This is an optimization exercise on Yosys and OpenROAD, whose aim is small area, a short achievable clock period and few clock cycles, not a production implementation.
No driver is modelled on the clock port, so clocking that relies on it looks cheaper here than on a real chip.
Power and IR drop assume default switching activity.

==> branch juniper: inputs <==
==> flow/design.v <==
`timescale 1ns/1ps
module RISC_V(clk, rst, mem_addr, mem_wdata, mem_we, mem_rdata);
    input clk, rst;
    input  [15:0] mem_rdata;
    output [15:0] mem_addr;
    output [15:0] mem_wdata;
    output        mem_we;
    reg  [15:1] fa;         
    reg  [15:0] ir;         
    reg  [7:0]  sa, sb;     
    reg         iv;         
    reg         mem;        
    reg  [15:0] ea;         
    reg  [2:0]  mrd;        
    reg         mst;        
    reg  [15:0] rf [0:7];
    integer k;
    wire [15:0] w      = mem_rdata;
    wire        w_jump = (w[14:12] == 3'b100);
    wire        w_pt   = (w[14:12] == 3'b011) & w[15];   
    wire [15:5] hp1    = fa[15:5] + 11'd1;
    wire [15:5] hm1    = fa[15:5] - 11'd1;
    wire [4:0]  lp1    = {1'b0, fa[4:1]} + 5'd1;
    wire [15:1] fp1    = {lp1[4] ? hp1 : fa[15:5], lp1[3:0]};
    wire [15:1] tj     = fa + {{4{w[15]}}, w[11:1]};
    wire [4:0]  blo    = {1'b0, fa[4:1]} + {2'b01, w[9], w[2:1]};
    wire [15:1] tb     = {blo[4] ? fa[15:5] : hm1, blo[3:0]};
    wire [15:1] fnext  = w_jump ? tj : w_pt ? tb : fp1;
    wire [2:0] op  = ir[14:12];
    wire [2:0] f3  = ir[2:0];
    wire       exv = iv & ~mem;
    wire is_r  = (op == 3'b000);
    wire is_l  = (op == 3'b001);
    wire is_s  = (op == 3'b010);
    wire is_b  = (op == 3'b011);
    wire is_i  = (op == 3'b101);
    reg [15:0] a, b;
    always @(*) begin
        a = 16'd0;
        b = 16'd0;
        for (k = 0; k < 8; k = k + 1) begin
            a = a | ({16{sa[k]}} & rf[k]);
            b = b | ({16{sb[k]}} & rf[k]);
        end
    end
    wire [15:0] immI = {{10{ir[15]}}, ir[8:6], ir[2:0]};
    wire [15:0] immS = {{10{ir[15]}}, ir[5:0]};
    wire        sub  = is_b | (is_r & ~f3[2] & (f3[1] | f3[0]));
    wire [15:0] op2  = (is_r | is_b) ? b : (is_s ? immS : immI);
    wire [15:0] sx   = {16{sub}};
    wire [15:0] sum  = sx ^ ((a ^ sx) + op2);
    wire        lt   = (a[15] ^ b[15]) ? a[15] : sum[15];
    wire        eq   = (a == b);
    reg [15:0] res;
    always @(*) begin
        if (is_r & (f3 == 3'b111))      res = a & b;
        else if (is_r & (f3 == 3'b110)) res = a | b;
        else if (is_r & (f3 == 3'b010)) res = {15'd0, lt};
        else                            res = sum;
    end
    wire [4:0]  bimm  = {ir[15], ir[15], ir[9], ir[2:1]};         
    wire [4:0]  boff  = ir[15] ? (5'd1 - bimm) : (bimm - 5'd1);
    wire [5:0]  alo   = {2'b00, fa[4:1]} + {boff[4], boff};
    wire [15:1] alt   = {alo[5] ? hm1 : alo[4] ? hp1 : fa[15:5], alo[3:0]};
    wire taken    = ir[11] ? lt : (eq ^ ir[10]);
    wire redirect = exv & is_b & (taken ^ ir[15]);
    wire        ex_we = exv & (is_r | is_i);
    wire        wen   = mem ? ~mst : ex_we;
    wire [2:0]  wa    = mem ? mrd : ir[11:9];
    wire [15:0] wd    = mem ? mem_rdata : res;
    always @(posedge clk)
        if (wen) rf[wa] <= wd;
    always @(posedge clk or posedge rst) begin
        if (rst) begin
            fa  <= 15'd0;
            iv  <= 1'b0;
            mem <= 1'b0;
        end else begin
            mem <= exv & (is_l | is_s);
            if (~mem) begin
                fa <= ({15{redirect}} & alt) | ({15{~redirect}} & fnext);
                iv <= ~redirect;
            end
        end
    end
    wire keep_b = mem | (exv & is_s);
    always @(posedge clk) begin
        if (~mem)
            ir <= w;
        for (k = 0; k < 8; k = k + 1) begin
            sa[k] <= mem ? (ir[5:3] == k) : (w[5:3] == k);
            sb[k] <= keep_b ? (ir[8:6] == k) : (w[8:6] == k);
        end
        ea  <= sum;
        mrd <= ir[11:9];
        mst <= is_s;
    end
    assign mem_addr  = mem ? ea : {fa, 1'b0};
    assign mem_wdata = b;
    assign mem_we    = mem & mst;
endmodule
==> flow/flow/run.sh <==
#!/bin/bash
# The standard layout (standard.sh) with three changes:
# - synthesis leaves adders to ABC instead of mapping them onto the
#   library's full/half-adder cells (ADDER_MAP_FILE empty); the registers
#   are the standard synthesis's;
# - plain buffers on the ports (buffer_ports otherwise picks delay cells);
# - after the post-CTS timing repair, a downsizing pass that keeps the setup slack at or above SETUP_SLACK_MARGIN.
# Full tool output goes to standard.log.
set -e
export FLOW_FLOW_DIR=$PWD/flow
export ADDER_MAP_FILE=
export BUFFER_PORTS_ARGS="-buffer_cell sky130_fd_sc_hd__buf_1"
export POST_CTS_TCL=$FLOW_FLOW_DIR/post_cts.tcl
bash standard.sh > standard.log 2>&1
==> flow/flow/area_recover.tcl <==
# Greedy area recovery: try each sized-up cell at smaller drive strengths of
# the same cell (same footprint) and keep the smallest one that leaves the
# worst setup slack at or above the margin (or where it was, if lower), and
# keeps every pin at least 20% inside its max-slew and max-capacitance
# limits (or no worse than before). Clock-tree cells are left alone.
proc area_recover { margin } {
  set dont_use {}
  if { [info exists ::env(DONT_USE_CELLS)] } { set dont_use $::env(DONT_USE_CELLS) }
  set wns0 [sta::worst_slack_cmd max]
  set limit [expr { min($margin * 1e-9, $wns0) }]
  set slew_lim [expr { min(0.2 * [sta::max_slew_check_limit], [sta::max_slew_check_slack]) }]
  set cap_lim [expr { min(0.2 * [sta::max_capacitance_check_limit], [sta::max_capacitance_check_slack]) }]
  puts "area_recover: worst slack $wns0, keeping it at or above $limit"
  set n 0
  set insts {}
  foreach inst [get_cells *] {
    set cell [get_property $inst ref_name]
    if { ![regexp {^(sky130_fd_sc_hd__[a-z0-9]+)_([0-9]+)$} $cell -> base drive] } { continue }
    if { [regexp {clk|dly|tap|fill|decap|diode} $base] } { continue }
    if { $drive == 0 } { continue }
    lappend insts [list $inst $base $drive $cell]
  }
  foreach rec $insts {
    lassign $rec inst base drive cell
    set cands {}
    foreach lc [get_lib_cells ${base}_*] {
      set name [get_name $lc]
      if { ![regexp "^${base}_(\[0-9\]+)\$" $name -> d] } { continue }
      if { $d >= $drive } { continue }
      set skip 0
      foreach p $dont_use { if { [string match $p $name] } { set skip 1 } }
      if { $skip } { continue }
      lappend cands [list $d $name]
    }
    set cands [lsort -integer -index 0 $cands]
    foreach c $cands {
      set name [lindex $c 1]
      replace_cell $inst $name
      if { [sta::worst_slack_cmd max] >= $limit
           && [sta::max_slew_check_slack] >= $slew_lim
           && [sta::max_capacitance_check_slack] >= $cap_lim } {
        incr n
        break
      }
      replace_cell $inst $cell
    }
  }
  puts "area_recover: resized $n cells, worst slack [sta::worst_slack_cmd max]"
}
==> flow/flow/post_cts.tcl <==
# After CTS and its timing repair: give back the drive strength that repair
# added where the setup slack stays at or above the repair margin, then
# legalize the placement again.
source $::env(FLOW_FLOW_DIR)/area_recover.tcl
area_recover $::env(SETUP_SLACK_MARGIN)
detailed_placement
check_placement -verbose
==> flow/standard.sh <==
#!/bin/bash
# synth_recipe.tcl (not shown) runs the flow's synth.tcl, then flattens the netlist and writes it again
# the make line also repeats each setting of config.mk as NAME=value (left out here)
make -C /OpenROAD-flow-scripts/flow DESIGN_CONFIG=/design/flow/config.mk WORK_HOME=/design/flow/orfs CLKGATE_MAP_FILE= SYNTH_SCRIPT=/design/flow/synth_recipe.tcl "${@:-finish}"
==> flow/config.mk <==
export PLATFORM = sky130hd
export DESIGN_NAME = RISC_V
export DESIGN_NICKNAME = RISC_V
export VERILOG_FILES = /design/flow/design.v
export SDC_FILE = /design/flow/constraint.sdc
export NUM_CORES = 4
export LEC_CHECK = 0
export ABC_AREA = 1
export CAP_MARGIN = 20
export CORE_MARGIN = 2
export CORE_UTILIZATION = 40
export SETUP_SLACK_MARGIN = 4.5
export SLEW_MARGIN = 20
==> flow/constraint.sdc <==
create_clock -name core_clock -period 8.0 [get_ports {clk}]
set_input_delay 1.6000 -clock core_clock [delete_from_list [all_inputs] [get_ports {clk}]]
set_output_delay 1.6000 -clock core_clock [all_outputs]
set_load 0.01 [all_outputs]
==> branch willow (differences from branch juniper) <==
==> flow/design.v, changed modules only <==
module RISC_V(clk, rst, mem_addr, mem_wdata, mem_we, mem_rdata);
    input clk, rst;
    input  [15:0] mem_rdata;
    output [15:0] mem_addr;
    output [15:0] mem_wdata;
    output        mem_we;
    reg  [15:1] fa;         
    reg  [15:0] ir;         
    reg  [7:0]  sa, sb;     
    reg         iv;         
    reg         mem;        
    reg  [15:0] ea;         
    reg  [2:0]  mrd;        
    reg         mst;        
    reg  [15:0] rf [0:7];
    integer k;
    wire [15:0] w      = mem_rdata;
    wire        w_jump = ~mem & (w[14:12] == 3'b100);
    wire        w_pt   = ~mem & (w[14:12] == 3'b011) & w[15];   
    wire [15:1] joff   = w[14] ? {{4{w[15]}}, w[11:1]}
                               : {{12{w[15]}}, w[9], w[2:1]};
    wire [15:1] tgt    = fa + joff;
    wire [15:1] fp1    = fa + {14'd0, ~mem};
    wire [15:1] fnext  = (w_jump | w_pt) ? tgt : fp1;
    wire [2:0] op  = ir[14:12];
    wire [2:0] f3  = ir[2:0];
    wire       exv = iv & ~mem;
    wire is_r  = (op == 3'b000);
    wire is_l  = (op == 3'b001);
    wire is_s  = (op == 3'b010);
    wire is_b  = (op == 3'b011);
    wire is_i  = (op == 3'b101);
    reg [15:0] a, b;
    always @(*) begin
        a = 16'd0;
        b = 16'd0;
        for (k = 0; k < 8; k = k + 1) begin
            a = a | ({16{sa[k]}} & rf[k]);
            b = b | ({16{sb[k]}} & rf[k]);
        end
    end
    wire [15:0] immI = {{10{ir[15]}}, ir[8:6], ir[2:0]};
    wire [15:0] immS = {{10{ir[15]}}, ir[5:0]};
    wire        sub  = is_b | (is_r & ~f3[2] & (f3[1] | f3[0]));
    wire [15:0] op2  = (is_r | is_b) ? (sub ? ~b : b) : (is_s ? immS : immI);
    wire [15:0] sum  = a + op2 + {15'd0, sub};
    wire        lt   = (a[15] ^ b[15]) ? a[15] : sum[15];
    wire        eq   = (a == b);
    reg [15:0] res;
    always @(*) begin
        if (is_r & (f3 == 3'b111))      res = a & b;
        else if (is_r & (f3 == 3'b110)) res = a | b;
        else if (is_r & (f3 == 3'b010)) res = {15'd0, lt};
        else                            res = sum;
    end
    wire [4:0]  bimm  = {ir[15], ir[15], ir[9], ir[2:1]};         
    wire [4:0]  boff  = ir[15] ? (5'd1 - bimm) : (bimm - 5'd1);
    wire [15:1] alt   = fa + {{10{boff[4]}}, boff};
    wire taken    = ir[11] ? lt : (eq ^ ir[10]);
    wire redirect = exv & is_b & (taken ^ ir[15]);
    wire        ex_we = exv & (is_r | is_i);
    wire        wen   = mem ? ~mst : ex_we;
    wire [2:0]  wa    = mem ? mrd : ir[11:9];
    wire [15:0] wd    = mem ? mem_rdata : res;
    always @(posedge clk)
        if (wen) rf[wa] <= wd;
    always @(posedge clk or posedge rst) begin
        if (rst) begin
            fa  <= 15'd0;
            iv  <= 1'b0;
            mem <= 1'b0;
        end else begin
            mem <= exv & (is_l | is_s);
            fa <= ({15{redirect}} & alt) | ({15{~redirect}} & fnext);
            if (~mem)
                iv <= ~redirect;
        end
    end
    wire keep_b = mem | (exv & is_s);
    always @(posedge clk) begin
        if (~mem)
            ir <= w;
        for (k = 0; k < 8; k = k + 1) begin
            sa[k] <= mem ? (ir[5:3] == k) : (w[5:3] == k);
            sb[k] <= keep_b ? (ir[8:6] == k) : (w[8:6] == k);
        end
        ea  <= sum;
        mrd <= ir[11:9];
        mst <= is_s;
    end
    assign mem_addr  = mem ? ea : {fa, 1'b0};
    assign mem_wdata = b;
    assign mem_we    = mem & mst;
endmodule
--- a/flow/config.mk
+++ b/flow/config.mk
@@ -11,3 +11,3 @@
 export CORE_UTILIZATION = 40
-export SETUP_SLACK_MARGIN = 4.5
+export SETUP_SLACK_MARGIN = 4.4
 export SLEW_MARGIN = 20
==> comparison <==
- In branch willow the critical path depth is higher than in branch juniper, by 14.
- Against branch juniper, the hold slack of branch willow is higher by 0.036 ns.
- Against branch juniper, the clock power of branch willow is larger by 3.0%.
- Between branch juniper and branch willow, the lower area after synthesis is in branch willow (gap about 4.7%, measured against branch willow).
==> figures <==
Status: branch willow timing/DRC/antenna clean; branch juniper timing/DRC/antenna clean
Met1 track demand over resource in global routing: branch willow 0.352; branch juniper 0.342
Met3 WL post-DR: branch willow 3180 um; branch juniper 4420 um
Worst slew margin relative to its limit: branch willow 0.318; branch juniper 0.325
Placed cell count: branch willow 1990; branch juniper 2163
Routability cong.: branch willow 0.930; branch juniper 0.949
Data arrival, critical path: branch willow 3.74 ns; branch juniper 1.89 ns
Sequential-cell power consumption: branch willow 2.03 mW; branch juniper 1.99 mW
CP Launch Point: branch willow ir[14]; branch juniper sb[7]
Bufs and invs on worst path: branch willow 5; branch juniper 1
No run of this note included a check of the RTL's function; only the layout flow was run.

afterwards: timing with drivers on the ports:
In the flow no input, the clock included, has a driving cell. The finished layouts below were timed again as built, in two steps.
Step 1 sets driving cells, clkbuf_16 on the clock port and buf_2 on the other inputs (assumed; they add their load-dependent delay and slew).
Step 2 times the ports against the registers' clock, not the clock port: input delays grow and output delays shrink by t, the midpoint of the rising clock arrivals with the driver on.
a / b / c = ideal / step 1 / step 2; a / b = the first two.
run	t (ns)	slack for setup (ns)	clock arrival spread, ns	worst slew at a driven data input, ns
branch juniper	0.490	4.513 / 4.463 / 4.166	0.024 / 0.024	0.03
branch willow	0.484	4.514 / 4.483 / 4.126	0.032 / 0.032	0.04
After both steps setup and hold are still met in every run listed. For branch willow, which loses most, drivers alone change the setup slack by -0.031 ns; drivers and shift together by -0.388 ns.
